From an optimization exercise on the open Yosys and OpenROAD flow, aimed at small area and a short achievable clock period; shortcuts taken in it are not production practice.
No functional check of the RTL was part of any run shown here.
No activity file was given, so power comes from the tool's default toggle rates.

==> design.v <==
module halfAdder ( a ,b ,sum ,carry );
output sum ;
output carry ;
input a ;
input b ;
assign  sum = a ^ b ;  
assign  carry = a & b;
endmodule
module fullAdder (input a ,b ,cin ,
output sum ,carry );
assign  sum = a ^ b ^ cin;  
assign  carry = (a&b) | (b&cin) | (cin&a);
endmodule
module adder4( a ,b ,cin, sum ,carry );
output [3:0] sum ;
output carry ;
input [3:0] a ;
input [3:0] b ;
input cin;
wire [2:0]s;
fullAdder u0 (a[0],b[0],1'b0,sum[0],s[0]);
fullAdder u1 (a[1],b[1],s[0],sum[1],s[1]);
fullAdder u2 (a[2],b[2],s[1],sum[2],s[2]);
fullAdder u3 (a[3],b[3],s[2],sum[3],carry);
endmodule
module alpha_adder16(a,b,cin,sum,carry );
output [15:0] sum ;
output carry ;
input [15:0] a ;
input [15:0] b ;
input cin;
wire [2:0]c;
adder4 a0 (a[3:0],b[3:0],0,sum[3:0],c[0]);
adder4 a1 (a[7:4],b[7:4],c[0],sum[7:4],c[1]);
adder4 a2 (a[11:8],b[11:8],c[1],sum[11:8],c[2]);
adder4 a3 (a[15:12],b[15:12],c[2],sum[15:12],carry);
endmodule
`timescale 1ns / 1ps
module reg_in(clk,in,out);
input clk;
input [7:0]in;
output reg [7:0]out;
always@(posedge clk)
begin
	out<=in;
end
endmodule
module PPG(X,Y,p00,p01,p02,p03,p04,p05,p06,p07,p10,p11,p12,p13,p14,p15,p16,p17,p20,p21,p22,p23,p24,p25,
          p26,p27,p30,p31,p32,p33,p34,p35,p36,p37,p40,p41,p42,p43,p44,p45,p46,p47,p50,p51,p52,p53,
          p54,p55,p56,p57,p60,p61,p62,p63,p64,p65,p66,p67,p70,p71,p72,p73,p74,p75,p76,p77);
      input [7:0] X;
      input [7:0] Y;
		output p00,p01,p02,p03,p04,p05,p06,p07,p10,p11,p12,p13,p14,p15,p16,p17,p20,p21,p22,p23,p24,p25,
           p26,p27,p30,p31,p32,p33,p34,p35,p36,p37,p40,p41,p42,p43,p44,p45,p46,p47,p50,p51,p52,p53,
           p54,p55,p56,p57,p60,p61,p62,p63,p64,p65,p66,p67,p70,p71,p72,p73,p74,p75,p76,p77;
	 assign     p10 = X[1] & Y[0];
    assign     p20 = X[2] & Y[0];
    assign     p30 = X[3] & Y[0];
    assign     p40 = X[4] & Y[0];
    assign     p50 = X[5] & Y[0];
    assign     p60 = X[6] & Y[0];
    assign     p70 = X[7] & Y[0];
    assign     p01 = X[0] & Y[1];
    assign     p11 = X[1] & Y[1];
    assign     p21 = X[2] & Y[1];
    assign     p31 = X[3] & Y[1];
    assign     p41 = X[4] & Y[1];
    assign     p51 = X[5] & Y[1];
    assign     p61 = X[6] & Y[1];
    assign     p71 = X[7] & Y[1];
    assign     p00 = X[0] & Y[0];
    assign     p02 = X[0] & Y[2];
    assign     p12 = X[1] & Y[2];
    assign     p22 = X[2] & Y[2];
    assign     p32 = X[3] & Y[2];
    assign     p42 = X[4] & Y[2];
    assign     p52 = X[5] & Y[2];
    assign     p62 = X[6] & Y[2];
    assign     p72 = X[7] & Y[2];
    assign     p03 = X[0] & Y[3];
    assign     p13 = X[1] & Y[3];
    assign     p23 = X[2] & Y[3];
    assign     p33 = X[3] & Y[3];
    assign     p43 = X[4] & Y[3];
    assign     p53 = X[5] & Y[3];
    assign     p63 = X[6] & Y[3];
    assign     p73 = X[7] & Y[3];
    assign     p04 = X[0] & Y[4];
    assign     p14 = X[1] & Y[4];
    assign     p24 = X[2] & Y[4];
    assign     p34 = X[3] & Y[4];
    assign     p44 = X[4] & Y[4];
    assign     p54 = X[5] & Y[4];
    assign     p64 = X[6] & Y[4];
    assign     p74 = X[7] & Y[4];
    assign     p05 = X[0] & Y[5];
    assign     p15 = X[1] & Y[5];
    assign     p25 = X[2] & Y[5];
    assign     p35 = X[3] & Y[5];
    assign     p45 = X[4] & Y[5];
    assign     p55 = X[5] & Y[5];
    assign     p65 = X[6] & Y[5];
    assign     p75 = X[7] & Y[5];
    assign     p06 = X[0] & Y[6];
    assign     p16 = X[1] & Y[6];
    assign     p26 = X[2] & Y[6];
    assign     p36 = X[3] & Y[6];
    assign     p46 = X[4] & Y[6];
    assign     p56 = X[5] & Y[6];
    assign     p66 = X[6] & Y[6];
    assign     p76 = X[7] & Y[6];
    assign     p07 = X[0] & Y[7];
    assign     p17 = X[1] & Y[7];
    assign     p27 = X[2] & Y[7];
    assign     p37 = X[3] & Y[7];
    assign     p47 = X[4] & Y[7];
    assign     p57 = X[5] & Y[7];
    assign     p67 = X[6] & Y[7];
    assign     p77 = X[7] & Y[7];
endmodule
module PPR(p00,p01,p02,p03,p04,p05,p06,p07,p10,p11,p12,p13,p14,p15,p16,p17,p20,p21,p22,p23,p24,p25,
          p26,p27,p30,p31,p32,p33,p34,p35,p36,p37,p40,p41,p42,p43,p44,p45,p46,p47,p50,p51,p52,p53,
          p54,p55,p56,p57,p60,p61,p62,p63,p64,p65,p66,p67,p70,p71,p72,p73,p74,p75,p76,p77,row1,row2);
input     p00,p01,p02,p03,p04,p05,p06,p07,p10,p11,p12,p13,p14,p15,p16,p17,p20,p21,p22,p23,p24,p25,
          p26,p27,p30,p31,p32,p33,p34,p35,p36,p37,p40,p41,p42,p43,p44,p45,p46,p47,p50,p51,p52,p53,
          p54,p55,p56,p57,p60,p61,p62,p63,p64,p65,p66,p67,p70,p71,p72,p73,p74,p75,p76,p77;
	 output [15:0] row1;
    output [15:0] row2;	 
     wire  [42:1] s;
     wire  [42:1] c;
 	  halfAdder  h1(p60,p51,s[1],c[1]);
     fullAdder  h2(p70,p61,p52,s[2],c[2]);
     halfAdder  h3(p43,p34,s[3],c[3]);
     fullAdder  h4(p62,p53,p44,s[4],c[4]);
     halfAdder  h5(p26,p35,s[5],c[5]);
     fullAdder  h6(p36,p45,p54,s[6],c[6]);
    halfAdder  h7(p31,p40,s[7],c[7]);
    halfAdder  h8(p14,p23,s[8],c[8]);
    fullAdder  h9(p32,p50,p41,s[9],c[9]);
    fullAdder  h10(p06,p15,p24,s[10],c[10]);
    fullAdder  h11(p33,p42,s[1],s[11],c[11]);
    fullAdder  h12(p07,p16,p25,s[12],c[12]);    
    fullAdder  h13(s[2],s[3],c[1],s[13],c[13]);
    fullAdder  h14(p71,p17,s[5],s[14],c[14]);
    fullAdder  h15(c[2],s[4],c[3],s[15],c[15]);
    fullAdder  h16(p63,p27,p72 ,s[16],c[16]);
    fullAdder  h17(s[6],c[4], c[5],s[17],c[17]);
    fullAdder  h18(p55,p64,p73,s[18],c[18]);
    fullAdder  h19(p37,p46,c[6],s[19],c[19]);
    fullAdder  h20(p56,p65,p74,s[20],c[20]);
    halfAdder  h21(p21,p30,s[21],c[21]);
    fullAdder  h22(p13,p22,s[7],s[22],c[22]);
    fullAdder  h23(s[8],s[9],c[7],s[23],c[23]);
    fullAdder  h24(s[11],c[8],c[9],s[24],c[24]);
    fullAdder  h25(s[13],c[10],c[11],s[25],c[25]);
    fullAdder  h26(s[15],c[12],c[13],s[26],c[26]);
    fullAdder  h27(s[17],c[14],c[15],s[27],c[27]);
    fullAdder  h28(s[19],c[16],c[17],s[28],c[28]);
    fullAdder  h29(c[18],c[19],p47,s[29],c[29]);
    fullAdder  h30(p66,p75,c[20],s[30],c[30]);
    halfAdder  h31(p11,p20,s[31],c[31]);
    fullAdder  h32(p03,p12,s[21],s[32],c[32]);
    fullAdder  h33(p04,c[21],s[22],s[33],c[33]);
    fullAdder  h34(p05,s[23],c[22],s[34],c[34]);
    fullAdder  h35(s[10],s[24],c[23],s[35],c[35]);
    fullAdder  h36(s[12],s[25],c[24],s[36],c[36]);
    fullAdder  h37(s[14],s[26],c[25],s[37],c[37]);
    fullAdder  h38(s[16],s[27],c[26],s[38],c[38]);
    fullAdder  h40(s[18],s[28],c[27],s[39],c[39]);
    fullAdder  h41(s[20],s[29],c[28],s[40],c[40]);
    fullAdder  h42(p57,s[30],c[29],s[41],c[41]);
    fullAdder  h43(p67,p76,c[30],s[42],c[42]);
    assign row1[0] = p00;
    assign row1[1] = p01;
    assign row1[2] = p02;
    assign row1[3] = s[32];
    assign row1[4] = s[33];
    assign row1[5] = s[34];
    assign row1[6] = s[35];
    assign row1[7] = s[36];
    assign row1[8] = s[37];
    assign row1[9] = s[38];
    assign row1[10]= s[39];
    assign row1[11]= s[40];
    assign row1[12]= s[41];
    assign row1[13]= s[42];
    assign row1[14]= p77;
    assign row1[15]= 0;
    assign row2[0] = 0;
    assign row2[1] = p10;
    assign row2[2] = s[31];
    assign row2[3] = c[31];
    assign row2[4] = c[32];
    assign row2[5] = c[33];
    assign row2[6] = c[34];
    assign row2[7] = c[35];
    assign row2[8] = c[36];
    assign row2[9] = c[37];
    assign row2[10]= c[38];
    assign row2[11]= c[39];
    assign row2[12]= c[40];
    assign row2[13]= c[41];
    assign row2[14]= c[42];
    assign row2[15]= 0;
endmodule
`timescale 1ns / 1ps
module MAC(clk, reset, X, Y, reg_Pro);
  input clk, reset;
  input [7:0] X;
  input [7:0] Y;
  output reg [15:0] reg_Pro;
  wire p00_d = X[0] & Y[0];
  wire p01_d = X[0] & Y[1];
  wire p02_d = X[0] & Y[2];
  wire p03_d = X[0] & Y[3];
  wire p04_d = X[0] & Y[4];
  wire p05_d = X[0] & Y[5];
  wire p06_d = X[0] & Y[6];
  wire p07_d = X[0] & Y[7];
  wire p10_d = X[1] & Y[0];
  wire p11_d = X[1] & Y[1];
  wire p12_d = X[1] & Y[2];
  wire p13_d = X[1] & Y[3];
  wire p14_d = X[1] & Y[4];
  wire p15_d = X[1] & Y[5];
  wire p16_d = X[1] & Y[6];
  wire p17_d = X[1] & Y[7];
  wire p20_d = X[2] & Y[0];
  wire p21_d = X[2] & Y[1];
  wire p22_d = X[2] & Y[2];
  wire p23_d = X[2] & Y[3];
  wire p24_d = X[2] & Y[4];
  wire p25_d = X[2] & Y[5];
  wire p26_d = X[2] & Y[6];
  wire p27_d = X[2] & Y[7];
  wire p30_d = X[3] & Y[0];
  wire p31_d = X[3] & Y[1];
  wire p32_d = X[3] & Y[2];
  wire p33_d = X[3] & Y[3];
  wire p34_d = X[3] & Y[4];
  wire p35_d = X[3] & Y[5];
  wire p36_d = X[3] & Y[6];
  wire p37_d = X[3] & Y[7];
  wire p40_d = X[4] & Y[0];
  wire p41_d = X[4] & Y[1];
  wire p42_d = X[4] & Y[2];
  wire p43_d = X[4] & Y[3];
  wire p44_d = X[4] & Y[4];
  wire p45_d = X[4] & Y[5];
  wire p46_d = X[4] & Y[6];
  wire p47_d = X[4] & Y[7];
  wire p50_d = X[5] & Y[0];
  wire p51_d = X[5] & Y[1];
  wire p52_d = X[5] & Y[2];
  wire p53_d = X[5] & Y[3];
  wire p54_d = X[5] & Y[4];
  wire p55_d = X[5] & Y[5];
  wire p56_d = X[5] & Y[6];
  wire p57_d = X[5] & Y[7];
  wire p60_d = X[6] & Y[0];
  wire p61_d = X[6] & Y[1];
  wire p62_d = X[6] & Y[2];
  wire p63_d = X[6] & Y[3];
  wire p64_d = X[6] & Y[4];
  wire p65_d = X[6] & Y[5];
  wire p66_d = X[6] & Y[6];
  wire p67_d = X[6] & Y[7];
  wire p70_d = X[7] & Y[0];
  wire p71_d = X[7] & Y[1];
  wire p72_d = X[7] & Y[2];
  wire p73_d = X[7] & Y[3];
  wire p74_d = X[7] & Y[4];
  wire p75_d = X[7] & Y[5];
  wire p76_d = X[7] & Y[6];
  wire p77_d = X[7] & Y[7];
  wire s1_d, c1_d;
  halfAdder u_s1(p60_d, p51_d, s1_d, c1_d);
  wire s2_d, c2_d;
  fullAdder u_s2(p70_d, p61_d, p52_d, s2_d, c2_d);
  wire s3_d, c3_d;
  halfAdder u_s3(p43_d, p34_d, s3_d, c3_d);
  wire s4_d, c4_d;
  fullAdder u_s4(p62_d, p53_d, p44_d, s4_d, c4_d);
  wire s5_d, c5_d;
  halfAdder u_s5(p26_d, p35_d, s5_d, c5_d);
  wire s6_d, c6_d;
  fullAdder u_s6(p36_d, p45_d, p54_d, s6_d, c6_d);
  wire s7_d, c7_d;
  halfAdder u_s7(p31_d, p40_d, s7_d, c7_d);
  wire s8_d, c8_d;
  halfAdder u_s8(p14_d, p23_d, s8_d, c8_d);
  wire s9_d, c9_d;
  fullAdder u_s9(p32_d, p50_d, p41_d, s9_d, c9_d);
  wire s10_d, c10_d;
  fullAdder u_s10(p06_d, p15_d, p24_d, s10_d, c10_d);
  wire s11_d, c11_d;
  fullAdder u_s11(p33_d, p42_d, s1_d, s11_d, c11_d);
  wire s12_d, c12_d;
  fullAdder u_s12(p07_d, p16_d, p25_d, s12_d, c12_d);
  wire s13_d, c13_d;
  fullAdder u_s13(s2_d, s3_d, c1_d, s13_d, c13_d);
  wire s14_d, c14_d;
  fullAdder u_s14(p71_d, p17_d, s5_d, s14_d, c14_d);
  wire s15_d, c15_d;
  fullAdder u_s15(c2_d, s4_d, c3_d, s15_d, c15_d);
  wire s16_d, c16_d;
  fullAdder u_s16(p63_d, p27_d, p72_d, s16_d, c16_d);
  wire s17_d, c17_d;
  fullAdder u_s17(s6_d, c4_d, c5_d, s17_d, c17_d);
  wire s18_d, c18_d;
  fullAdder u_s18(p55_d, p64_d, p73_d, s18_d, c18_d);
  wire s19_d, c19_d;
  fullAdder u_s19(p37_d, p46_d, c6_d, s19_d, c19_d);
  wire s20_d, c20_d;
  fullAdder u_s20(p56_d, p65_d, p74_d, s20_d, c20_d);
  wire s21_d, c21_d;
  halfAdder u_s21(p21_d, p30_d, s21_d, c21_d);
  wire s22_d, c22_d;
  fullAdder u_s22(p13_d, p22_d, s7_d, s22_d, c22_d);
  wire s23_d, c23_d;
  fullAdder u_s23(s8_d, s9_d, c7_d, s23_d, c23_d);
  wire s24_d, c24_d;
  fullAdder u_s24(s11_d, c8_d, c9_d, s24_d, c24_d);
  wire s25_d, c25_d;
  fullAdder u_s25(s13_d, c10_d, c11_d, s25_d, c25_d);
  wire s26_d, c26_d;
  fullAdder u_s26(s15_d, c12_d, c13_d, s26_d, c26_d);
  wire s27_d, c27_d;
  fullAdder u_s27(s17_d, c14_d, c15_d, s27_d, c27_d);
  wire s28_d, c28_d;
  fullAdder u_s28(s19_d, c16_d, c17_d, s28_d, c28_d);
  wire s29_d, c29_d;
  fullAdder u_s29(c18_d, c19_d, p47_d, s29_d, c29_d);
  wire s30_d, c30_d;
  fullAdder u_s30(p66_d, p75_d, c20_d, s30_d, c30_d);
  wire s31_d, c31_d;
  halfAdder u_s31(p11_d, p20_d, s31_d, c31_d);
  wire s32_d, c32_d;
  fullAdder u_s32(p03_d, p12_d, s21_d, s32_d, c32_d);
  wire s33_d, c33_d;
  fullAdder u_s33(p04_d, c21_d, s22_d, s33_d, c33_d);
  wire s34_d, c34_d;
  fullAdder u_s34(p05_d, s23_d, c22_d, s34_d, c34_d);
  wire s35_d, c35_d;
  fullAdder u_s35(s10_d, s24_d, c23_d, s35_d, c35_d);
  wire s36_d, c36_d;
  fullAdder u_s36(s12_d, s25_d, c24_d, s36_d, c36_d);
  wire s37_d, c37_d;
  fullAdder u_s37(s14_d, s26_d, c25_d, s37_d, c37_d);
  wire s38_d, c38_d;
  fullAdder u_s38(s16_d, s27_d, c26_d, s38_d, c38_d);
  wire s39_d, c39_d;
  fullAdder u_s39(s18_d, s28_d, c27_d, s39_d, c39_d);
  wire s40_d, c40_d;
  fullAdder u_s40(s20_d, s29_d, c28_d, s40_d, c40_d);
  wire s41_d, c41_d;
  fullAdder u_s41(p57_d, s30_d, c29_d, s41_d, c41_d);
  wire s42_d, c42_d;
  fullAdder u_s42(p67_d, p76_d, c30_d, s42_d, c42_d);
  wire [3:0] a0_d = {s32_d,p02_d,p01_d,p00_d} + {c31_d,s31_d,p10_d,1'b0};
  reg c32_q, s33_q, c33_q, s34_q, c34_q, s35_q, c35_q, s36_q, c36_q, s37_q, c37_q, s38_q, c38_q, s39_q, c39_q, s40_q, c40_q, s41_q, c41_q, s42_q, c42_q, p77_q;
  reg [3:0] a0_q;
  always @(posedge clk) begin
    c32_q <= c32_d;
    s33_q <= s33_d;
    c33_q <= c33_d;
    s34_q <= s34_d;
    c34_q <= c34_d;
    s35_q <= s35_d;
    c35_q <= c35_d;
    s36_q <= s36_d;
    c36_q <= c36_d;
    s37_q <= s37_d;
    c37_q <= c37_d;
    s38_q <= s38_d;
    c38_q <= c38_d;
    s39_q <= s39_d;
    c39_q <= c39_d;
    s40_q <= s40_d;
    c40_q <= c40_d;
    s41_q <= s41_d;
    c41_q <= c41_d;
    s42_q <= s42_d;
    c42_q <= c42_d;
    p77_q <= p77_d;
    a0_q <= a0_d;
  end
  wire c32 = c32_q;
  wire s33 = s33_q;
  wire c33 = c33_q;
  wire s34 = s34_q;
  wire c34 = c34_q;
  wire s35 = s35_q;
  wire c35 = c35_q;
  wire s36 = s36_q;
  wire c36 = c36_q;
  wire s37 = s37_q;
  wire c37 = c37_q;
  wire s38 = s38_q;
  wire c38 = c38_q;
  wire s39 = s39_q;
  wire c39 = c39_q;
  wire s40 = s40_q;
  wire c40 = c40_q;
  wire s41 = s41_q;
  wire c41 = c41_q;
  wire s42 = s42_q;
  wire c42 = c42_q;
  wire p77 = p77_q;
  wire [15:4] row1 = {1'b0,p77,s42,s41,s40,s39,s38,s37,s36,s35,s34,s33};
  wire [15:4] row2 = {1'b0,c42,c41,c40,c39,c38,c37,c36,c35,c34,c33,c32};
  wire d1 = ({1'b0, row1[7:4]} + {1'b0, row2[7:4]}) > 5'd15;
  wire d2 = ({1'b0, row1[11:8]} + {1'b0, row2[11:8]}) > 5'd15;
  wire [15:4] cs_s, cs_c;
  fullAdder u_cs4(reg_Pro[4], row1[4], row2[4], cs_s[4], cs_c[4]);
  fullAdder u_cs5(reg_Pro[5], row1[5], row2[5], cs_s[5], cs_c[5]);
  fullAdder u_cs6(reg_Pro[6], row1[6], row2[6], cs_s[6], cs_c[6]);
  fullAdder u_cs7(reg_Pro[7], row1[7], row2[7], cs_s[7], cs_c[7]);
  fullAdder u_cs8(reg_Pro[8], row1[8], row2[8], cs_s[8], cs_c[8]);
  fullAdder u_cs9(reg_Pro[9], row1[9], row2[9], cs_s[9], cs_c[9]);
  fullAdder u_cs10(reg_Pro[10], row1[10], row2[10], cs_s[10], cs_c[10]);
  fullAdder u_cs11(reg_Pro[11], row1[11], row2[11], cs_s[11], cs_c[11]);
  fullAdder u_cs12(reg_Pro[12], row1[12], row2[12], cs_s[12], cs_c[12]);
  fullAdder u_cs13(reg_Pro[13], row1[13], row2[13], cs_s[13], cs_c[13]);
  fullAdder u_cs14(reg_Pro[14], row1[14], row2[14], cs_s[14], cs_c[14]);
  assign cs_s[15] = reg_Pro[15];
  assign cs_c[15] = 1'b0;
  wire gv1 = cs_c[7] & ~d1;
  wire pv1 = cs_c[7] | ~d1;
  wire gv2 = cs_c[11] & ~d2;
  wire pv2 = cs_c[11] | ~d2;
  wire hg0, hp0;
  halfAdder u_gp0(reg_Pro[0], a0_q[0], hp0, hg0);
  wire hg1, hp1;
  halfAdder u_gp1(reg_Pro[1], a0_q[1], hp1, hg1);
  wire hg2, hp2;
  halfAdder u_gp2(reg_Pro[2], a0_q[2], hp2, hg2);
  wire hg3, hp3;
  halfAdder u_gp3(reg_Pro[3], a0_q[3], hp3, hg3);
  wire hg5, hp5;
  halfAdder u_gp5(cs_s[5], cs_c[4], hp5, hg5);
  wire hg6, hp6;
  halfAdder u_gp6(cs_s[6], cs_c[5], hp6, hg6);
  wire hg7, hp7;
  halfAdder u_gp7(cs_s[7], cs_c[6], hp7, hg7);
  wire hg9, hp9;
  halfAdder u_gp9(cs_s[9], cs_c[8], hp9, hg9);
  wire hg10, hp10;
  halfAdder u_gp10(cs_s[10], cs_c[9], hp10, hg10);
  wire hg11, hp11;
  halfAdder u_gp11(cs_s[11], cs_c[10], hp11, hg11);
  wire hg13, hp13;
  halfAdder u_gp13(cs_s[13], cs_c[12], hp13, hg13);
  wire hg14, hp14;
  halfAdder u_gp14(cs_s[14], cs_c[13], hp14, hg14);
  wire hg15, hp15;
  halfAdder u_gp15(cs_s[15], cs_c[14], hp15, hg15);
  wire w1;
  g_a21oi u_w1(hp1, hg0, hg1, w1);
  wire w2;
  g_inv u_w2(w1, w2);
  wire w3;
  g_a21oi u_w3(hp2, w2, hg2, w3);
  wire w4;
  g_inv u_w4(w3, w4);
  wire w5;
  g_a21oi u_w5(hp3, w4, hg3, w5);
  wire w6;
  g_nand2 u_w6(hp5, cs_s[4], w6);
  wire w7;
  g_a21oi u_w7(hp6, hg5, hg6, w7);
  wire w8;
  g_inv u_w8(w6, w8);
  wire w9;
  g_nand2 u_w9(hp6, w8, w9);
  wire w10;
  g_a21oi u_w10(hp7, hg6, hg7, w10);
  wire w11;
  g_nand2 u_w11(hp7, hp6, w11);
  wire w12;
  g_inv u_w12(hg5, w12);
  wire w13;
  g_o21ai u_w13(w11, w12, w10, w13);
  wire w14;
  g_nor2 u_w14(w11, w6, w14);
  wire w15;
  g_a21oi u_w15(pv1, w13, gv1, w15);
  wire w16;
  g_nand2 u_w16(pv1, w14, w16);
  wire w17;
  g_nand2 u_w17(hp9, cs_s[8], w17);
  wire w18;
  g_a21oi u_w18(hp10, hg9, hg10, w18);
  wire w19;
  g_inv u_w19(w17, w19);
  wire w20;
  g_nand2 u_w20(hp10, w19, w20);
  wire w21;
  g_a21oi u_w21(hp11, hg10, hg11, w21);
  wire w22;
  g_nand2 u_w22(hp11, hp10, w22);
  wire w23;
  g_inv u_w23(hg9, w23);
  wire w24;
  g_o21ai u_w24(w22, w23, w21, w24);
  wire w25;
  g_nor2 u_w25(w22, w17, w25);
  wire w26;
  g_a21oi u_w26(pv2, w24, gv2, w26);
  wire w27;
  g_nand2 u_w27(pv2, w25, w27);
  wire w28;
  g_nand2 u_w28(hp13, cs_s[12], w28);
  wire w29;
  g_a21oi u_w29(hp14, hg13, hg14, w29);
  wire w30;
  g_inv u_w30(w28, w30);
  wire w31;
  g_nand2 u_w31(hp14, w30, w31);
  wire w32;
  g_o21ai u_w32(w16, w5, w15, w32);
  wire w33;
  g_o21ai u_w33(w27, w15, w26, w33);
  wire w34;
  g_nor2 u_w34(w27, w16, w34);
  wire w35;
  g_inv u_w35(w5, w35);
  wire w36;
  g_a21oi u_w36(w34, w35, w33, w36);
  wire w37;
  g_nand2 u_w37(cs_s[4], w35, w37);
  wire w38;
  g_a21oi u_w38(w8, w35, hg5, w38);
  wire w39;
  g_o21ai u_w39(w9, w5, w7, w39);
  wire w40;
  g_nand2 u_w40(cs_s[8], w32, w40);
  wire w41;
  g_a21oi u_w41(w19, w32, hg9, w41);
  wire w42;
  g_inv u_w42(w32, w42);
  wire w43;
  g_o21ai u_w43(w20, w42, w18, w43);
  wire w44;
  g_inv u_w44(w36, w44);
  wire w45;
  g_nand2 u_w45(cs_s[12], w44, w45);
  wire w46;
  g_a21oi u_w46(w30, w44, hg13, w46);
  wire w47;
  g_o21ai u_w47(w31, w36, w29, w47);
  wire [15:0] nxt;
  wire w48;
  g_inv u_w48(hp0, w48);
  g_nor2 u_rst0(w48, reset, nxt[0]);
  wire w49;
  g_xnor2 u_w49(hp1, hg0, w49);
  g_nor2 u_rst1(w49, reset, nxt[1]);
  wire w50;
  g_xnor2 u_w50(hp2, w2, w50);
  g_nor2 u_rst2(w50, reset, nxt[2]);
  wire w51;
  g_xnor2 u_w51(hp3, w4, w51);
  g_nor2 u_rst3(w51, reset, nxt[3]);
  wire w52;
  g_xnor2 u_w52(cs_s[4], w35, w52);
  g_nor2 u_rst4(w52, reset, nxt[4]);
  wire w53;
  g_xor2 u_w53(hp5, w37, w53);
  g_nor2 u_rst5(w53, reset, nxt[5]);
  wire w54;
  g_xor2 u_w54(hp6, w38, w54);
  g_nor2 u_rst6(w54, reset, nxt[6]);
  wire w55;
  g_xnor2 u_w55(hp7, w39, w55);
  g_nor2 u_rst7(w55, reset, nxt[7]);
  wire w56;
  g_xnor2 u_w56(cs_s[8], w32, w56);
  g_nor2 u_rst8(w56, reset, nxt[8]);
  wire w57;
  g_xor2 u_w57(hp9, w40, w57);
  g_nor2 u_rst9(w57, reset, nxt[9]);
  wire w58;
  g_xor2 u_w58(hp10, w41, w58);
  g_nor2 u_rst10(w58, reset, nxt[10]);
  wire w59;
  g_xnor2 u_w59(hp11, w43, w59);
  g_nor2 u_rst11(w59, reset, nxt[11]);
  wire w60;
  g_xnor2 u_w60(cs_s[12], w44, w60);
  g_nor2 u_rst12(w60, reset, nxt[12]);
  wire w61;
  g_xor2 u_w61(hp13, w45, w61);
  g_nor2 u_rst13(w61, reset, nxt[13]);
  wire w62;
  g_xor2 u_w62(hp14, w46, w62);
  g_nor2 u_rst14(w62, reset, nxt[14]);
  wire w63;
  g_xnor2 u_w63(hp15, w47, w63);
  g_nor2 u_rst15(w63, reset, nxt[15]);
  always @(posedge clk) reg_Pro <= nxt;
endmodule
module g_inv (input a, output y);
  assign y = ~a;
endmodule
module g_nand2 (input a, b, output y);
  assign y = ~(a & b);
endmodule
module g_nor2 (input a, b, output y);
  assign y = ~(a | b);
endmodule
module g_xor2 (input a, b, output y);
  assign y = a ^ b;
endmodule
module g_xnor2 (input a, b, output y);
  assign y = ~(a ^ b);
endmodule
module g_a21oi (input a1, a2, b1, output y);
  assign y = ~((a1 & a2) | b1);
endmodule
module g_o21ai (input a1, a2, b1, output y);
  assign y = ~((a1 | a2) & b1);
endmodule
==> run.sh <==
#!/bin/bash
# synth_recipe.tcl (not shown) runs the flow's synth.tcl, then flattens the netlist and writes it again
# the make line also repeats each setting of config.mk as NAME=value (left out here)
make -C /OpenROAD-flow-scripts/flow DESIGN_CONFIG=/design/flow/config.mk WORK_HOME=/design/flow/orfs CLKGATE_MAP_FILE= SYNTH_SCRIPT=/design/flow/synth_recipe.tcl finish
==> config.mk <==
export PLATFORM = sky130hd
export DESIGN_NAME = MAC
export DESIGN_NICKNAME = MAC
export VERILOG_FILES = /design/flow/design.v
export SDC_FILE = /design/flow/constraint.sdc
export NUM_CORES = 4
export LEC_CHECK = 0
export CAP_MARGIN = 20
export CORE_MARGIN = 2
export CORE_UTILIZATION = 40
export SETUP_SLACK_MARGIN = 2.6
export SLEW_MARGIN = 20
export SYNTH_HIERARCHICAL = 1
export SYNTH_MINIMUM_KEEP_SIZE = 0
==> constraint.sdc <==
create_clock -name core_clock -period 5.5 [get_ports {clk}]
set_input_delay 1.1000 -clock core_clock [delete_from_list [all_inputs] [get_ports {clk}]]
set_output_delay 1.1000 -clock core_clock [all_outputs]
set_load 0.01 [all_outputs]
==> results of run 1 <==
cell families after synthesis:
kind of cell               count (synthesis)
AOI/OAI and AO/OA                         25
xor gates and xnor gates                  17
adders and majority gates                 76
buffers and inverters                     15
DFF                                       42
and+or+nand+nor                          100
metal layers:
metal | vias to the layer above | track usage [%]
met5 | - | 0
met4 | 0 | 3.73
met3 | 4 | 1.73
met2 | 29 | 25.3
met1 | 964 | 20.6
li1 | 953 | -
critical path, cell delays in order:
cell,delay (ns)
buf_12,0.11
and2_4,0.15
fa_1,0.55
fa_2,0.44
fa_1,0.52
fa_2,0.43
Yosys cell counts:
cell / n / area [um^2]
xnor2_1: 10 / 87.6
nor2_1: 19 / 71.3
ha_1: 27 / 338
fa_1: 49 / 981
and2_1: 63 / 394
buf_4: 1 / 7.51
inv_1: 14 / 52.6
nand3_1: 2 / 10.0
and3_1: 2 / 12.5
a21oi_2: 14 / 123
xor2_1: 7 / 61.3
dfxtp_1: 42 / 841
nand2_1: 14 / 52.6
a21oi_1: 2 / 10.0
o21ai_1: 7 / 35.0
a21o_1: 2 / 15.0
worst paths after layout:
check	startpoint	endpoint	depth (start not counted)
hold / removal	a0_q[0]	reg_Pro[0]	3
setup reg to reg	reg_Pro[6]	reg_Pro[11]	10
hold reg to reg	a0_q[0]	reg_Pro[0]	3
setup / recovery	Y[4]	s37_q	6
metrics by stage:
stage               util [%]  std cells  hold slack [ns]
global route            49.4        421            0.587
finish                  49.4        421            0.550
detailed placement      47.0        409            0.540
global placement        47.0        409            0.526
CTS                     49.0        421            0.561
floorplan                  -        275            0.519
cell type report:
| type | count | area (um^2) | area share, % |
|---|---|---|---|
| inverter | 14 | 52.6 | 1.40 |
| tap | 102 | 128 | 3.40 |
| timing repair buffer | 37 | 390 | 10.4 |
| clock buffer | 6 | 72.6 | 1.93 |
| sequential | 42 | 841 | 22.4 |
| multi-input combinational | 218 | 2260 | 60.1 |
| clock inverter | 2 | 13.8 | 0.366 |
Yosys stat by module, one instance, submodules excluded:
module,cells inside,copies in the design,cell area [um^2]
MAC,130,1,1470
fullAdder,1,46,20.0
halfAdder,1,20,12.5
g_a21oi,1,14,8.76
g_xnor2,1,9,8.76
g_xor2,1,6,8.76
g_o21ai,1,7,5.00
g_inv,1,11,3.75
g_nand2,1,13,3.75
g_nor2,1,19,3.75
where the power goes:
| group | internal (mW) | switching [mW] | leakage (nW) |
|---|---|---|---|
| Combinational | 0.501 | 0.532 | 1.26 |
| Clock | 0.0896 | 0.105 | 0.0452 |
| Sequential | 0.410 | 0.0763 | 0.351 |
| Total | 1.00 | 0.714 | 1.66 |
what timing repair did:
action	4_1_cts	5_1_grt
setup endpoints to repair	18	12
pin swaps	7	9
resized for setup	88	14
endpoints found under the hold margin	0	0
setup buffers	4	0
==> results.json, run 1 <==
{
  "outcome": "timing/DRC/antenna clean",
  "tightest_slew_ns": 0.623,
  "fin_ws_ns": 2.37,
  "dieArea_mm2": 0.00845,
  "grt_overflow": 0,
  "hold_violations": 0,
  "synth.area.mux_share_pct": 0,
  "hpwlAfterDp_um": 4770,
  "cts.htree.levels": 2,
  "skew_ns": 0.00607,
  "start_util_pct": 40.6,
  "fin_tns_setup_ns": 0,
  "placed_cell_area_mm2": 0.00357,
  "final_area_mm2": 0.00376,
  "clock.fmax_mhz": 320,
  "path_max_fanout": 6,
  "die_h_um": 91.9,
  "io_pins": 34,
  "routed_wl_um": 5630,
  "wl_per_cell_um": 13.4,
  "grt_pass1_vias": 2140,
  "clock_sinks": 42,
  "die_width_um": 91.9,
  "grt_setup_unrepaired": "true",
  "via_per_inst": 4.63,
  "ys_types": 16,
  "nFillCells": 720,
  "n_antenna_cell": 0,
  "place_ws_ns": 1.53,
  "reg.largest.list": "reg_Pro x16, a0_q x4",
  "antenna_found_initial": 0,
  "min_path_type": "register to register",
  "min_period_ns": 3.13,
  "syn_area_per_cell_um2": 11.2,
  "r2r_slack_ns": 3.12,
  "vdd_ir_drop_max_uv": 144,
  "yosys_warnings": 7,
  "row_count": 32,
  "dr_wl_met3_um": 127,
  "synthAdderAreaFrac_pct": 42.7,
  "total_power_mw": 1.71,
  "drv_cap": 0,
  "routed-wl-met2_um": 2730,
  "synth_compound_area_share_pct": 5.91,
  "cp-end-kind": "register",
  "num_vias": 1950,
  "path_clk_slew_ns": 0.08,
  "firstDrtPassIters": 4,
  "critPathLaunchType": "input pin",
  "largest_register_ffs": 16,
  "drive_gt1_share_pct": 19.1,
  "required_ns": 5.67,
  "place_congestion": 0.776,
  "max_slew_margin_pct": 58.3,
  "grt_usage_pct": 15.0,
  "final_common_cell": "and2_1",
  "synth_seq_cells": 42,
  "cts_buffers": 5,
  "criticalPathCategory": "input pin to register",
  "timing.final.crit_share_pct": 56.9,
  "cts-root-buf": "clkbuf_8",
  "syn_inst": 275,
  "first_iter_violations": 38,
  "area_growth_pct": 21.5,
  "p_leak_nw": 1.66,
  "clock_latency_ns": 0.29,
  "syn_nets": 369,
  "finalSetupViolCount": 0,
  "dr.max_layer_used": "met4",
  "clk_path_buf_depth": 2,
  "synth_top_family_by_area": "adder cells",
  "report.final.slew_viol_count": 0,
  "wl_met1_um": 2720,
  "power_density_mw_per_mm2": 456,
  "grt_max_degree": 17,
  "grt_pass1_wl_um": 10000,
  "hold_buffers": 0,
  "nets": 412,
  "numPortBuffers": 33,
  "layout_common_cells": "and2_1 (52), dfxtp_1 (42), fa_1 (38)",
  "drc": 0,
  "crit_arrival_ns": 3.30,
  "synthXorXnorAreaFrac_pct": 4.82,
  "tritoncts": "yes",
  "postRouteAntennaNets": 0,
  "synthSimpleGateAreaFrac_pct": 17.5,
  "syn_area_mm2": 0.00309,
  "core_mm2": 0.00761,
  "regMostFlops": "reg_Pro",
  "ys_seq_area_share_pct": 27.2
}
==> run 2, diff against run 1 <==
--- a/design.v
+++ b/design.v
@@ -11,6 +11,13 @@
 assign  sum = a ^ b ^ cin;  
 assign  carry = (a&b) | (b&cin) | (cin&a);
 endmodule
+module fullAdderF (input a ,b ,cin ,
+output sum ,carry );
+wire t;
+g_xor2 x0 (a, b, t);
+g_xor2 x1 (t, cin, sum);
+g_maj3 m0 (a, b, cin, carry);
+endmodule
 module adder4( a ,b ,cin, sum ,carry );
 output [3:0] sum ;
 output carry ;
@@ -276,87 +283,87 @@
   wire s1_d, c1_d;
   halfAdder u_s1(p60_d, p51_d, s1_d, c1_d);
   wire s2_d, c2_d;
-  fullAdder u_s2(p70_d, p61_d, p52_d, s2_d, c2_d);
+  fullAdderF u_s2(p70_d, p61_d, p52_d, s2_d, c2_d);
   wire s3_d, c3_d;
   halfAdder u_s3(p43_d, p34_d, s3_d, c3_d);
   wire s4_d, c4_d;
-  fullAdder u_s4(p62_d, p53_d, p44_d, s4_d, c4_d);
+  fullAdderF u_s4(p62_d, p53_d, p44_d, s4_d, c4_d);
   wire s5_d, c5_d;
   halfAdder u_s5(p26_d, p35_d, s5_d, c5_d);
   wire s6_d, c6_d;
-  fullAdder u_s6(p36_d, p45_d, p54_d, s6_d, c6_d);
+  fullAdderF u_s6(p36_d, p45_d, p54_d, s6_d, c6_d);
   wire s7_d, c7_d;
   halfAdder u_s7(p31_d, p40_d, s7_d, c7_d);
   wire s8_d, c8_d;
   halfAdder u_s8(p14_d, p23_d, s8_d, c8_d);
   wire s9_d, c9_d;
-  fullAdder u_s9(p32_d, p50_d, p41_d, s9_d, c9_d);
+  fullAdderF u_s9(p32_d, p50_d, p41_d, s9_d, c9_d);
   wire s10_d, c10_d;
-  fullAdder u_s10(p06_d, p15_d, p24_d, s10_d, c10_d);
+  fullAdderF u_s10(p06_d, p15_d, p24_d, s10_d, c10_d);
   wire s11_d, c11_d;
-  fullAdder u_s11(p33_d, p42_d, s1_d, s11_d, c11_d);
+  fullAdderF u_s11(p33_d, p42_d, s1_d, s11_d, c11_d);
   wire s12_d, c12_d;
-  fullAdder u_s12(p07_d, p16_d, p25_d, s12_d, c12_d);
+  fullAdderF u_s12(p07_d, p16_d, p25_d, s12_d, c12_d);
   wire s13_d, c13_d;
-  fullAdder u_s13(s2_d, s3_d, c1_d, s13_d, c13_d);
+  fullAdderF u_s13(c1_d, s3_d, s2_d, s13_d, c13_d);
   wire s14_d, c14_d;
-  fullAdder u_s14(p71_d, p17_d, s5_d, s14_d, c14_d);
+  fullAdderF u_s14(p71_d, p17_d, s5_d, s14_d, c14_d);
   wire s15_d, c15_d;
-  fullAdder u_s15(c2_d, s4_d, c3_d, s15_d, c15_d);
+  fullAdderF u_s15(c3_d, c2_d, s4_d, s15_d, c15_d);
   wire s16_d, c16_d;
-  fullAdder u_s16(p63_d, p27_d, p72_d, s16_d, c16_d);
+  fullAdderF u_s16(p63_d, p27_d, p72_d, s16_d, c16_d);
   wire s17_d, c17_d;
-  fullAdder u_s17(s6_d, c4_d, c5_d, s17_d, c17_d);
+  fullAdderF u_s17(c5_d, c4_d, s6_d, s17_d, c17_d);
   wire s18_d, c18_d;
-  fullAdder u_s18(p55_d, p64_d, p73_d, s18_d, c18_d);
+  fullAdderF u_s18(p55_d, p64_d, p73_d, s18_d, c18_d);
   wire s19_d, c19_d;
-  fullAdder u_s19(p37_d, p46_d, c6_d, s19_d, c19_d);
+  fullAdderF u_s19(p37_d, p46_d, c6_d, s19_d, c19_d);
   wire s20_d, c20_d;
-  fullAdder u_s20(p56_d, p65_d, p74_d, s20_d, c20_d);
+  fullAdderF u_s20(p56_d, p65_d, p74_d, s20_d, c20_d);
   wire s21_d, c21_d;
   halfAdder u_s21(p21_d, p30_d, s21_d, c21_d);
   wire s22_d, c22_d;
-  fullAdder u_s22(p13_d, p22_d, s7_d, s22_d, c22_d);
+  fullAdderF u_s22(p13_d, p22_d, s7_d, s22_d, c22_d);
   wire s23_d, c23_d;
-  fullAdder u_s23(s8_d, s9_d, c7_d, s23_d, c23_d);
+  fullAdderF u_s23(c7_d, s8_d, s9_d, s23_d, c23_d);
   wire s24_d, c24_d;
-  fullAdder u_s24(s11_d, c8_d, c9_d, s24_d, c24_d);
+  fullAdderF u_s24(c8_d, c9_d, s11_d, s24_d, c24_d);
   wire s25_d, c25_d;
-  fullAdder u_s25(s13_d, c10_d, c11_d, s25_d, c25_d);
+  fullAdderF u_s25(c10_d, c11_d, s13_d, s25_d, c25_d);
   wire s26_d, c26_d;
-  fullAdder u_s26(s15_d, c12_d, c13_d, s26_d, c26_d);
+  fullAdderF u_s26(c12_d, c13_d, s15_d, s26_d, c26_d);
   wire s27_d, c27_d;
-  fullAdder u_s27(s17_d, c14_d, c15_d, s27_d, c27_d);
+  fullAdderF u_s27(c14_d, c15_d, s17_d, s27_d, c27_d);
   wire s28_d, c28_d;
-  fullAdder u_s28(s19_d, c16_d, c17_d, s28_d, c28_d);
+  fullAdderF u_s28(c16_d, s19_d, c17_d, s28_d, c28_d);
   wire s29_d, c29_d;
-  fullAdder u_s29(c18_d, c19_d, p47_d, s29_d, c29_d);
+  fullAdderF u_s29(p47_d, c18_d, c19_d, s29_d, c29_d);
   wire s30_d, c30_d;
-  fullAdder u_s30(p66_d, p75_d, c20_d, s30_d, c30_d);
+  fullAdderF u_s30(p66_d, p75_d, c20_d, s30_d, c30_d);
   wire s31_d, c31_d;
   halfAdder u_s31(p11_d, p20_d, s31_d, c31_d);
   wire s32_d, c32_d;
-  fullAdder u_s32(p03_d, p12_d, s21_d, s32_d, c32_d);
+  fullAdderF u_s32(p03_d, p12_d, s21_d, s32_d, c32_d);
   wire s33_d, c33_d;
-  fullAdder u_s33(p04_d, c21_d, s22_d, s33_d, c33_d);
+  fullAdderF u_s33(p04_d, c21_d, s22_d, s33_d, c33_d);
   wire s34_d, c34_d;
-  fullAdder u_s34(p05_d, s23_d, c22_d, s34_d, c34_d);
+  fullAdderF u_s34(p05_d, c22_d, s23_d, s34_d, c34_d);
   wire s35_d, c35_d;
-  fullAdder u_s35(s10_d, s24_d, c23_d, s35_d, c35_d);
+  fullAdderF u_s35(s10_d, c23_d, s24_d, s35_d, c35_d);
   wire s36_d, c36_d;
-  fullAdder u_s36(s12_d, s25_d, c24_d, s36_d, c36_d);
+  fullAdderF u_s36(s12_d, c24_d, s25_d, s36_d, c36_d);
   wire s37_d, c37_d;
-  fullAdder u_s37(s14_d, s26_d, c25_d, s37_d, c37_d);
+  fullAdderF u_s37(s14_d, c25_d, s26_d, s37_d, c37_d);
   wire s38_d, c38_d;
-  fullAdder u_s38(s16_d, s27_d, c26_d, s38_d, c38_d);
+  fullAdderF u_s38(s16_d, c26_d, s27_d, s38_d, c38_d);
   wire s39_d, c39_d;
-  fullAdder u_s39(s18_d, s28_d, c27_d, s39_d, c39_d);
+  fullAdderF u_s39(s18_d, c27_d, s28_d, s39_d, c39_d);
   wire s40_d, c40_d;
-  fullAdder u_s40(s20_d, s29_d, c28_d, s40_d, c40_d);
+  fullAdderF u_s40(s20_d, s29_d, c28_d, s40_d, c40_d);
   wire s41_d, c41_d;
-  fullAdder u_s41(p57_d, s30_d, c29_d, s41_d, c41_d);
+  fullAdderF u_s41(p57_d, s30_d, c29_d, s41_d, c41_d);
   wire s42_d, c42_d;
-  fullAdder u_s42(p67_d, p76_d, c30_d, s42_d, c42_d);
+  fullAdderF u_s42(p67_d, p76_d, c30_d, s42_d, c42_d);
   wire [3:0] a0_d = {s32_d,p02_d,p01_d,p00_d} + {c31_d,s31_d,p10_d,1'b0};
   reg c32_q, s33_q, c33_q, s34_q, c34_q, s35_q, c35_q, s36_q, c36_q, s37_q, c37_q, s38_q, c38_q, s39_q, c39_q, s40_q, c40_q, s41_q, c41_q, s42_q, c42_q, p77_q;
   reg [3:0] a0_q;
@@ -412,17 +419,17 @@
   wire d1 = ({1'b0, row1[7:4]} + {1'b0, row2[7:4]}) > 5'd15;
   wire d2 = ({1'b0, row1[11:8]} + {1'b0, row2[11:8]}) > 5'd15;
   wire [15:4] cs_s, cs_c;
-  fullAdder u_cs4(reg_Pro[4], row1[4], row2[4], cs_s[4], cs_c[4]);
-  fullAdder u_cs5(reg_Pro[5], row1[5], row2[5], cs_s[5], cs_c[5]);
-  fullAdder u_cs6(reg_Pro[6], row1[6], row2[6], cs_s[6], cs_c[6]);
-  fullAdder u_cs7(reg_Pro[7], row1[7], row2[7], cs_s[7], cs_c[7]);
-  fullAdder u_cs8(reg_Pro[8], row1[8], row2[8], cs_s[8], cs_c[8]);
-  fullAdder u_cs9(reg_Pro[9], row1[9], row2[9], cs_s[9], cs_c[9]);
-  fullAdder u_cs10(reg_Pro[10], row1[10], row2[10], cs_s[10], cs_c[10]);
-  fullAdder u_cs11(reg_Pro[11], row1[11], row2[11], cs_s[11], cs_c[11]);
-  fullAdder u_cs12(reg_Pro[12], row1[12], row2[12], cs_s[12], cs_c[12]);
-  fullAdder u_cs13(reg_Pro[13], row1[13], row2[13], cs_s[13], cs_c[13]);
-  fullAdder u_cs14(reg_Pro[14], row1[14], row2[14], cs_s[14], cs_c[14]);
+  fullAdderF u_cs4(reg_Pro[4], row2[4], row1[4], cs_s[4], cs_c[4]);
+  fullAdderF u_cs5(reg_Pro[5], row2[5], row1[5], cs_s[5], cs_c[5]);
+  fullAdderF u_cs6(reg_Pro[6], row2[6], row1[6], cs_s[6], cs_c[6]);
+  fullAdderF u_cs7(reg_Pro[7], row2[7], row1[7], cs_s[7], cs_c[7]);
+  fullAdderF u_cs8(reg_Pro[8], row2[8], row1[8], cs_s[8], cs_c[8]);
+  fullAdderF u_cs9(reg_Pro[9], row2[9], row1[9], cs_s[9], cs_c[9]);
+  fullAdderF u_cs10(reg_Pro[10], row1[10], row2[10], cs_s[10], cs_c[10]);
+  fullAdderF u_cs11(reg_Pro[11], row1[11], row2[11], cs_s[11], cs_c[11]);
+  fullAdderF u_cs12(reg_Pro[12], row1[12], row2[12], cs_s[12], cs_c[12]);
+  fullAdderF u_cs13(reg_Pro[13], row1[13], row2[13], cs_s[13], cs_c[13]);
+  fullAdderF u_cs14(reg_Pro[14], row1[14], row2[14], cs_s[14], cs_c[14]);
   assign cs_s[15] = reg_Pro[15];
   assign cs_c[15] = 1'b0;
   wire gv1 = cs_c[7] & ~d1;
@@ -621,3 +628,9 @@
 module g_o21ai (input a1, a2, b1, output y);
   assign y = ~((a1 | a2) & b1);
 endmodule
+module g_or2 (input a, b, output y);
+  assign y = a | b;
+endmodule
+module g_maj3 (input a, b, c, output y);
+  assign y = (a & b) | (b & c) | (c & a);
+endmodule
--- a/config.mk
+++ b/config.mk
@@ -8,7 +8,7 @@
 export CAP_MARGIN = 20
 export CORE_MARGIN = 2
 export CORE_UTILIZATION = 40
-export SETUP_SLACK_MARGIN = 2.6
+export SETUP_SLACK_MARGIN = 2.8
 export SLEW_MARGIN = 20
 export SYNTH_HIERARCHICAL = 1
 export SYNTH_MINIMUM_KEEP_SIZE = 0
==> run 2 against run 1 <==
Compared with the run above: clock-buffer cell count unchanged; die area increased by 12%; critical path depth increased by 1; routed wire length increased by 9.4%; final cell count increased by 23%; maximum frequency increased by 19%; combinational power increased by 9.7%; via count increased by 23%; first-iteration DRC count decreased by 11%; clock skew decreased by 0.00081 ns; worst setup slack improved by 0.50 ns; highest routed layer unchanged.
==> results.json, run 2 <==
{
  "outcome": "timing/DRC/antenna clean",
  "drv_cap": 0,
  "vdd_ir_drop_max_uv": 171,
  "die_width_um": 97.5,
  "r2r-end": "reg_Pro[14]",
  "largest_register_ffs": 16,
  "power_density_mw_per_mm2": 463,
  "dieArea_mm2": 0.00950,
  "ys_types": 17,
  "rr_startpoint": "reg_Pro[7]",
  "synth.top_cells.by_area": "xor2_1 (25%), dfxtp_1 (24%), maj3_2 (15%)",
  "synth_seq_cells": 42,
  "synth_top_cell_area_share_pct": 24.8,
  "grt_pass1_vias": 2376,
  "path_max_fanout": 8,
  "p_leak_nw": 1.95,
  "required_ns": 5.68,
  "syn_inst": 367,
  "reg2regPathDepth": 12,
  "tightest_slew_ns": 0.589,
  "n_antenna_cell": 0,
  "postRouteAntennaNets": 0,
  "routed_wl_um": 6160,
  "synth.most_common_cell": "xor2_1",
  "reg.largest.list": "reg_Pro x16, a0_q x4",
  "clk_path_buf_depth": 2,
  "drive_gt1_share_pct": 21.6,
  "busiest_layer": "met2",
  "synthSimpleGateAreaFrac_pct": 15.5,
  "synth_compound_area_share_pct": 5.23,
  "grt_pass1_wl_um": 11000,
  "syn_nets": 415,
  "wl_per_cell_um": 11.9,
  "yosys_warnings": 7,
  "fin_ws_ns": 2.87,
  "first_iter_violations": 34,
  "antenna_found_initial": 0,
  "place_congestion": 0.782,
  "ys_seq_area_share_pct": 24.1,
  "io_pins": 34,
  "timing.final.crit_share_pct": 47.9,
  "finalSetupViolCount": 0,
  "cp-end-kind": "register",
  "synthTopCellsByCount": "xor2_1 (99), and2_1 (63), maj3_2 (46), dfxtp_1 (42), ha_1 (27)",
  "grt_max_degree": 17,
  "timing.critical_path.from": "Y[6]",
  "hold_violations": 0,
  "min_to": "reg_Pro[0]",
  "grt_usage_pct": 13.9,
  "clock.fmax_mhz": 380,
  "nets": 455,
  "min_path_type": "register to register",
  "hold_depth": 3,
  "numPortBuffers": 33,
  "core_mm2": 0.00859,
  "synth_edf_count": 0,
  "min_period_ns": 2.63,
  "grt.met2_usage_pct": 22.9,
  "synth.area.mux_share_pct": 0,
  "tritoncts": "yes",
  "synth_top_family_by_area": "XOR/XNOR gates",
  "cts-root-buf": "clkbuf_8",
  "hpwlAfterDp_um": 5020,
  "regMostFlops": "reg_Pro",
  "clock_sinks": 42,
  "start_util_pct": 40.7,
  "fin_tns_setup_ns": 0,
  "place_ws_ns": 2.08,
  "hold_buffers": 0,
  "yosysTopAreaCell": "xor2_1",
  "crit_arrival_ns": 2.81,
  "grt_util_met3_pct": 1.80,
  "syn_area_per_cell_um2": 9.52,
  "criticalPathCategory": "input pin to register",
  "cts.htree.levels": 2,
  "synthAdderAreaFrac_pct": 26.2,
  "die_h_um": 97.5,
  "cts_buffers": 5,
  "min_from": "a0_q[0]",
  "critPathLaunchType": "input pin",
  "grtUsageMet1_pct": 19.0,
  "final_common_cell": "xor2_1",
  "skew_ns": 0.00526,
  "syn_area_mm2": 0.00349,
  "num_vias": 2403,
  "async_flop_share_pct": 0,
  "hold-worst-slack_ns": 0.553,
  "area_growth_pct": 15.7,
  "report.final.slew_viol_count": 0,
  "synthXorXnorAreaFrac_pct": 27.3,
  "synth_ff_type": "dfxtp_1",
  "grt_setup_unrepaired": "false",
  "clock_latency_ns": 0.30,
  "via_per_inst": 4.66,
  "row_count": 34,
  "firstDrtPassIters": 4,
  "drc": 0,
  "max_slew_margin_pct": 60.6,
  "layout_common_cells": "xor2_1 (97), and2_1 (58), maj3_2 (46)",
  "grt_overflow": 0,
  "path_clk_slew_ns": 0.08,
  "r2r_slack_ns": 3.25
}
run 2: cell types whose count changed after synthesis, sizes merged:
cell  before  now
fa        49    3
maj3       0   46
xor2       7   99
run 2: worst max path at each step:
stage / end / slack (ns) / cells past startpoint
2_1_floorplan: s38_q / 2.82 / 7
3_3_place_gp: c37_q / 2.08 / 8
3_5_place_dp: c37_q / 2.08 / 8
4_1_cts: s39_q / 2.80 / 8
5_1_grt: c40_q / 2.80 / 7
6_report: s39_q / 2.87 / 7
run 2: critical path, cell delays in order:
cell	delay [ns]
clkdlybuf4s15_2	0.24
and2_1	0.16
ha_1	0.31
maj3_2	0.34
maj3_2	0.33
xor2_1	0.17
xor2_1	0.16
run 2: kinds of logic after synthesis:
kind of cell,count (synthesis)
adder cells (fa/ha/maj),76
flip-flops,42
AND/OR/NAND/NOR,100
buffers and inverters,15
XOR/XNOR,109
AO/OA/AOI/OAI,25
run 2: area by class of cell:
cell class / instances / area [um^2]
fillers: 838 / 4550
multi-input cells: 310 / 2620
flip-flops and latches: 42 / 841
repair buffers: 34 / 284
well taps: 108 / 135
clock buffers: 6 / 72.6
inverters: 14 / 52.6
clock inverters: 2 / 37.5
run 2: metal layers:
layer	wire [um]	vias to the layer above
met4	69	0
li1	-	1281
met2	2810	30
met5	0	-
met3	140	5
met1	3140	1087
run 2: modules after synthesis (local to each module, per instance), excerpt:
module | cells inside | area (um^2)
g_inv | 1 | 3.75
g_a21oi | 1 | 8.76
g_maj3 | 1 | 11.3
g_nand2 | 1 | 3.75
g_xnor2 | 1 | 8.76
g_xor2 | 1 | 8.76
g_nor2 | 1 | 3.75
halfAdder | 1 | 12.5
MAC | 130 | 1470
g_o21ai | 1 | 5.00
run 2: report_power, final:
part           internal (mW)  switching, mW
clock                  0.135          0.107
combinational          0.544          0.584
sequential             0.410         0.0917
total                   1.09          0.783
run 2: per-stage QoR:
stage          utilization (%)  power (mW)  area [um^2]  cells
2_1_floorplan                -        1.40         3490    367
4_1_cts                   47.2        1.89         4060    515
5_1_grt                   47.1        2.06         4040    516
3_3_place_gp              46.0        1.62         3950    507
3_5_place_dp              46.0        1.64         3950    507
6_report                  47.1        1.87         4040    516
run 2: what timing repair did:
action / 4_1_cts / 5_1_grt
pin swaps: 2 / 8
gates resized for setup: 55 / 20
setup endpoints to repair: 17 / 10
buffers inserted: 0 / 1
==> run 3, diff against run 2 <==
--- a/design.v
+++ b/design.v
@@ -348,45 +348,38 @@
   fullAdderF u_s33(p04_d, c21_d, s22_d, s33_d, c33_d);
   wire s34_d, c34_d;
   fullAdderF u_s34(p05_d, c22_d, s23_d, s34_d, c34_d);
-  wire s35_d, c35_d;
-  fullAdderF u_s35(s10_d, c23_d, s24_d, s35_d, c35_d);
-  wire s36_d, c36_d;
-  fullAdderF u_s36(s12_d, c24_d, s25_d, s36_d, c36_d);
-  wire s37_d, c37_d;
-  fullAdderF u_s37(s14_d, c25_d, s26_d, s37_d, c37_d);
-  wire s38_d, c38_d;
-  fullAdderF u_s38(s16_d, c26_d, s27_d, s38_d, c38_d);
-  wire s39_d, c39_d;
-  fullAdderF u_s39(s18_d, c27_d, s28_d, s39_d, c39_d);
-  wire s40_d, c40_d;
-  fullAdderF u_s40(s20_d, s29_d, c28_d, s40_d, c40_d);
-  wire s41_d, c41_d;
-  fullAdderF u_s41(p57_d, s30_d, c29_d, s41_d, c41_d);
   wire s42_d, c42_d;
   fullAdderF u_s42(p67_d, p76_d, c30_d, s42_d, c42_d);
   wire [3:0] a0_d = {s32_d,p02_d,p01_d,p00_d} + {c31_d,s31_d,p10_d,1'b0};
-  reg c32_q, s33_q, c33_q, s34_q, c34_q, s35_q, c35_q, s36_q, c36_q, s37_q, c37_q, s38_q, c38_q, s39_q, c39_q, s40_q, c40_q, s41_q, c41_q, s42_q, c42_q, p77_q;
+  reg c32_q, s33_q, c33_q, s34_q, c23_q, c34_q, s10_q, s24_q, c24_q, s12_q, s25_q, c25_q, s14_q, s26_q, c26_q, s16_q, s27_q, c27_q, s18_q, s28_q, c28_q, s20_q, s29_q, c29_q, p57_q, s30_q, s42_q, c42_q, p77_q;
   reg [3:0] a0_q;
   always @(posedge clk) begin
     c32_q <= c32_d;
     s33_q <= s33_d;
     c33_q <= c33_d;
     s34_q <= s34_d;
+    c23_q <= c23_d;
     c34_q <= c34_d;
-    s35_q <= s35_d;
-    c35_q <= c35_d;
-    s36_q <= s36_d;
-    c36_q <= c36_d;
-    s37_q <= s37_d;
-    c37_q <= c37_d;
-    s38_q <= s38_d;
-    c38_q <= c38_d;
-    s39_q <= s39_d;
-    c39_q <= c39_d;
-    s40_q <= s40_d;
-    c40_q <= c40_d;
-    s41_q <= s41_d;
-    c41_q <= c41_d;
+    s10_q <= s10_d;
+    s24_q <= s24_d;
+    c24_q <= c24_d;
+    s12_q <= s12_d;
+    s25_q <= s25_d;
+    c25_q <= c25_d;
+    s14_q <= s14_d;
+    s26_q <= s26_d;
+    c26_q <= c26_d;
+    s16_q <= s16_d;
+    s27_q <= s27_d;
+    c27_q <= c27_d;
+    s18_q <= s18_d;
+    s28_q <= s28_d;
+    c28_q <= c28_d;
+    s20_q <= s20_d;
+    s29_q <= s29_d;
+    c29_q <= c29_d;
+    p57_q <= p57_d;
+    s30_q <= s30_d;
     s42_q <= s42_d;
     c42_q <= c42_d;
     p77_q <= p77_d;
@@ -396,24 +389,45 @@
   wire s33 = s33_q;
   wire c33 = c33_q;
   wire s34 = s34_q;
+  wire c23 = c23_q;
   wire c34 = c34_q;
-  wire s35 = s35_q;
-  wire c35 = c35_q;
-  wire s36 = s36_q;
-  wire c36 = c36_q;
-  wire s37 = s37_q;
-  wire c37 = c37_q;
-  wire s38 = s38_q;
-  wire c38 = c38_q;
-  wire s39 = s39_q;
-  wire c39 = c39_q;
-  wire s40 = s40_q;
-  wire c40 = c40_q;
-  wire s41 = s41_q;
-  wire c41 = c41_q;
+  wire s10 = s10_q;
+  wire s24 = s24_q;
+  wire c24 = c24_q;
+  wire s12 = s12_q;
+  wire s25 = s25_q;
+  wire c25 = c25_q;
+  wire s14 = s14_q;
+  wire s26 = s26_q;
+  wire c26 = c26_q;
+  wire s16 = s16_q;
+  wire s27 = s27_q;
+  wire c27 = c27_q;
+  wire s18 = s18_q;
+  wire s28 = s28_q;
+  wire c28 = c28_q;
+  wire s20 = s20_q;
+  wire s29 = s29_q;
+  wire c29 = c29_q;
+  wire p57 = p57_q;
+  wire s30 = s30_q;
   wire s42 = s42_q;
   wire c42 = c42_q;
   wire p77 = p77_q;
+  wire s35, c35;
+  fullAdderF u_s35(s10, c23, s24, s35, c35);
+  wire s36, c36;
+  fullAdderF u_s36(s12, c24, s25, s36, c36);
+  wire s37, c37;
+  fullAdderF u_s37(s14, c25, s26, s37, c37);
+  wire s38, c38;
+  fullAdderF u_s38(s16, c26, s27, s38, c38);
+  wire s39, c39;
+  fullAdderF u_s39(s18, c27, s28, s39, c39);
+  wire s40, c40;
+  fullAdderF u_s40(s20, s29, c28, s40, c40);
+  wire s41, c41;
+  fullAdderF u_s41(p57, s30, c29, s41, c41);
   wire [15:4] row1 = {1'b0,p77,s42,s41,s40,s39,s38,s37,s36,s35,s34,s33};
   wire [15:4] row2 = {1'b0,c42,c41,c40,c39,c38,c37,c36,c35,c34,c33,c32};
   wire d1 = ({1'b0, row1[7:4]} + {1'b0, row2[7:4]}) > 5'd15;
==> run 3 against run 2 <==
Compared with the run above: clock power rose by 9.1%; die area rose by 3.8%; synthesized area rose by 4.0%; first-iteration DRC count increased by 2.9%; critical path depth increased by 7; register-to-register slack lost 0.37 ns; synthesized cell count grew 1.9%; clock skew increased by 0.0043 ns; total power is 13% higher; maximum frequency grew 0.52%; combinational power rose by 17%.
==> results.json, run 3 <==
{
  "async_flop_share_pct": 0,
  "max_stage_delay_ns": 0.34,
  "tightest_slew_ns": 0.654,
  "outcome": "timing/DRC/antenna clean",
  "dr.max_layer_used": "met4",
  "path_clk_slew_ns": 0.09,
  "syn_area_per_cell_um2": 9.72,
  "criticalPathCategory": "register to register",
  "path_max_fanout": 3,
  "ys_types": 17,
  "syn_nets": 422,
  "layout_common_cells": "xor2_1 (92), and2_1 (63), maj3_2 (46)",
  "vdd_ir_drop_max_uv": 140,
  "skew_ns": 0.00957,
  "cp_top_family": "XOR/XNOR gates",
  "die_width_um": 99.3,
  "crit_arrival_ns": 2.79,
  "grt_setup_unrepaired": "true",
  "power_frac_comb_pct": 62.3,
  "ys_seq_area_share_pct": 27.0,
  "finalSetupViolCount": 0,
  "first_iter_violations": 35,
  "timing.final.crit_share_pct": 47.6,
  "grt_max_degree": 17,
  "largest_register_ffs": 16,
  "min_period_ns": 2.62,
  "cts-root-buf": "clkbuf_8",
  "p_switching_uw": 869,
  "reg2regPathDepth": 14,
  "grt_pass1_wl_um": 11200,
  "required_ns": 5.67,
  "row_count": 34,
  "path_cells": "xor2_2 -> xor2_2 -> xor2_1 -> xor2_1 -> ha_1 -> a21oi_2 -> o21ai_2 -> a21oi_2 -> o21ai_2 -> a21oi_2 -> inv_2 -> a21oi_2 -> xor2_1 -> nor2_1",
  "nets": 466,
  "hold_violations": 0,
  "synth.most_common_cell": "xor2_1",
  "numPortBuffers": 33,
  "syn_inst": 374,
  "grt_overflow": 0,
  "synth_top_cell_area_share_pct": 27.0,
  "start_util_pct": 41.5,
  "drv_cap": 0,
  "critPathBufInv": 1,
  "place_ws_ns": 2.40,
  "layout.cells.non_filler": 527,
  "slowest_stage": "dfxtp_2",
  "postRouteAntennaNets": 0,
  "critPathLaunchType": "register",
  "r2r_slack_ns": 2.88,
  "p_leak_nw": 2.09,
  "wl_met1_um": 3170,
  "clock_sinks": 49,
  "final_common_cell": "xor2_1",
  "reg.largest.list": "reg_Pro x16, a0_q x4",
  "synth.top_cells.by_area": "dfxtp_1 (27%), xor2_1 (24%), maj3_2 (14%)",
  "seqPwrFrac_pct": 25.1,
  "regMostFlops": "reg_Pro",
  "synthTopCellsByCount": "xor2_1 (99), and2_1 (63), dfxtp_1 (49), maj3_2 (46), ha_1 (27)",
  "wl_per_cell_um": 12.3,
  "min_path_type": "register to register",
  "clock_latency_ns": 0.30,
  "min_from": "a0_q[0]",
  "dieArea_mm2": 0.00987,
  "io_pins": 34,
  "synth_ff_type": "dfxtp_1",
  "min_to": "reg_Pro[0]",
  "n_antenna_cell": 0,
  "cp-end-kind": "register",
  "clk_path_buf_depth": 2,
  "sw_frac_of_total_pct": 41.2,
  "grt_pass1_vias": 2441,
  "cpMostUsedCell": "a21oi_2",
  "syn_area_mm2": 0.00363,
  "cts.htree.levels": 2,
  "antenna_found_initial": 0,
  "dp.cells": 514,
  "max_slew_margin_pct": 56.2,
  "drive_gt1_share_pct": 21.2,
  "die_h_um": 99.3,
  "yosysTopAreaCell": "dfxtp_1",
  "total_power_mw": 2.11,
  "p_int_mw": 1.24,
  "area_growth_pct": 19.1,
  "routed_wl_um": 6470,
  "grt_usage_pct": 14.1,
  "core_mm2": 0.00876,
  "clock.fmax_mhz": 382,
  "num_vias": 2500,
  "pwr-share-clk_pct": 12.6,
  "cts_buffers": 5,
  "drc": 0,
  "routed-wl-met2_um": 3030,
  "place_congestion": 0.790,
  "synth_seq_cells": 49,
  "report.final.slew_viol_count": 0,
  "nFillCells": 845,
  "hpwlAfterDp_um": 5220,
  "synth_edf_count": 0,
  "hold_depth": 3,
  "fin_tns_setup_ns": 0,
  "r2r-end": "reg_Pro[14]",
  "rr_startpoint": "s20_q",
  "tritoncts": "yes",
  "via_per_inst": 4.74,
  "dr_wl_met3_um": 179,
  "firstDrtPassIters": 4,
  "fin_ws_ns": 2.88,
  "power_density_mw_per_mm2": 487,
  "yosys_warnings": 7
}
==> run 3: cell types whose count changed after synthesis <==
cell     before  now
dfxtp_1      42   49
==> run 3: worst max path at each step <==
stage / cells after the start / endpoint / slack [ns] / startpoint
detailed placement: 7 / a0_q[3] / 2.40 / X[2]
CTS: 14 / reg_Pro[14] / 2.81 / s20_q
floorplan: 14 / reg_Pro[14] / 3.12 / s20_q
global route: 14 / reg_Pro[14] / 2.65 / s29_q
global placement: 7 / a0_q[3] / 2.42 / X[2]
finish: 14 / reg_Pro[14] / 2.88 / s20_q
==> run 3: cell families after synthesis <==
group,after synthesis,synth area share (%)
flops,49,27.0
simple gates,100,14.9
compound gates,25,5.03
fa+ha+maj,76,25.2
xor+xnor,109,26.3
buf+inv,15,1.65
==> run 3: metrics by stage <==
step,area [um^2],utilization [%],hold WS (ns)
2_1_floorplan,3630,-,0.519
3_3_place_gp,4090,46.7,0.543
3_5_place_dp,4090,46.7,0.557
4_1_cts,4210,48.1,0.579
5_1_grt,4330,49.4,0.621
6_report,4330,49.4,0.560
==> run 3: layout make-up <==
class / instances / area (um^2) / area share, %
tap: 108 / 135 / 3.12
clock inverter: 1 / 30.0 / 0.693
inverter: 14 / 52.6 / 1.21
clock buffer: 7 / 86.3 / 1.99
timing repair buffer: 38 / 373 / 8.61
multi-input combinational: 310 / 2670 / 61.6
sequential: 49 / 986 / 22.8
==> run 3: power by group through the flow <==
stage / registers (mW) / clock network, mW / logic (mW)
6_report: 0.529 / 0.265 / 1.32
5_1_grt: 0.546 / 0.291 / 1.47
4_1_cts: 0.527 / 0.278 / 1.21
3_5_place_dp: 0.535 / 0 / 1.21
3_3_place_gp: 0.530 / 0 / 1.19
2_1_floorplan: 0.540 / 0 / 0.945
==> run 3: routing by layer <==
layer	vias up	global-route usage, %
li1	1307	-
met1	1151	18.4
met2	36	24.1
met3	6	1.97
met4	0	4.43
met5	-	0
==> run 3: what timing repair did <==
item | 4_1_cts | 5_1_grt
buffers inserted | 1 | 4
resized for setup | 9 | 22
setup endpoints to repair | 6 | 16
pin swaps | 0 | 17
hold buffers | 0 | 0
==> run 3: worst register-to-register path, delay by kind of cell (launching register included) <==
kind / cells / cell delay (ns)
xor gates and xnor gates: 5 / 0.94
DFF: 1 / 0.34
AOI/OAI and AO/OA: 6 / 0.79
buffers and inverters: 1 / 0.07
adders and majority gates: 1 / 0.29
and+or+nand+nor: 1 / 0.05
==> run 3: modules after synthesis (local to each module, per instance), a selection <==
module	times used	area (um^2)	cells inside
g_maj3	46	11.3	1
g_nand2	13	3.75	1
g_a21oi	14	8.76	1
g_inv	11	3.75	1
g_nor2	19	3.75	1
g_xnor2	9	8.76	1

==> afterwards: timing with drivers on the ports <==
In the flow no input, the clock included, has a driving cell. The finished layouts below were timed again as built, in two steps.
Step 1: set_driving_cell puts a clkbuf_16 on clk and a buf_2 on each other input, an assumption about the parent block.
Step 2 adds t to the input delays and takes it off the output delays; t is the mean of the earliest and latest rising clock arrival at the registers after step 1. Input paths then give back, and output paths get back, about the clock's delay inside the block.
Slacks: no drivers / after step 1 / after step 2; pairs: no drivers / after step 1.
| run | shift t [ns] | setup slack, ns | hold WS [ns] | worst data-port slew with drivers (ns) | cell pins on the clock port's net |
|---|---|---|---|---|---|
| run 1 | 0.316 | 2.371 / 2.352 / 2.036 | 0.550 / 0.550 / 0.550 | 0.06 | 1 |
| run 2 | 0.322 | 2.868 / 2.875 / 2.553 | 0.553 / 0.553 / 0.553 | 0.03 | 1 |
| run 3 | 0.324 | 2.881 / 2.881 / 2.621 | 0.560 / 0.560 / 0.560 | 0.03 | 1 |
After both steps setup and hold are still met in every run listed. The setup slack of run 1, which loses most, moves by -0.019 ns with the drivers and by -0.335 ns with both steps.
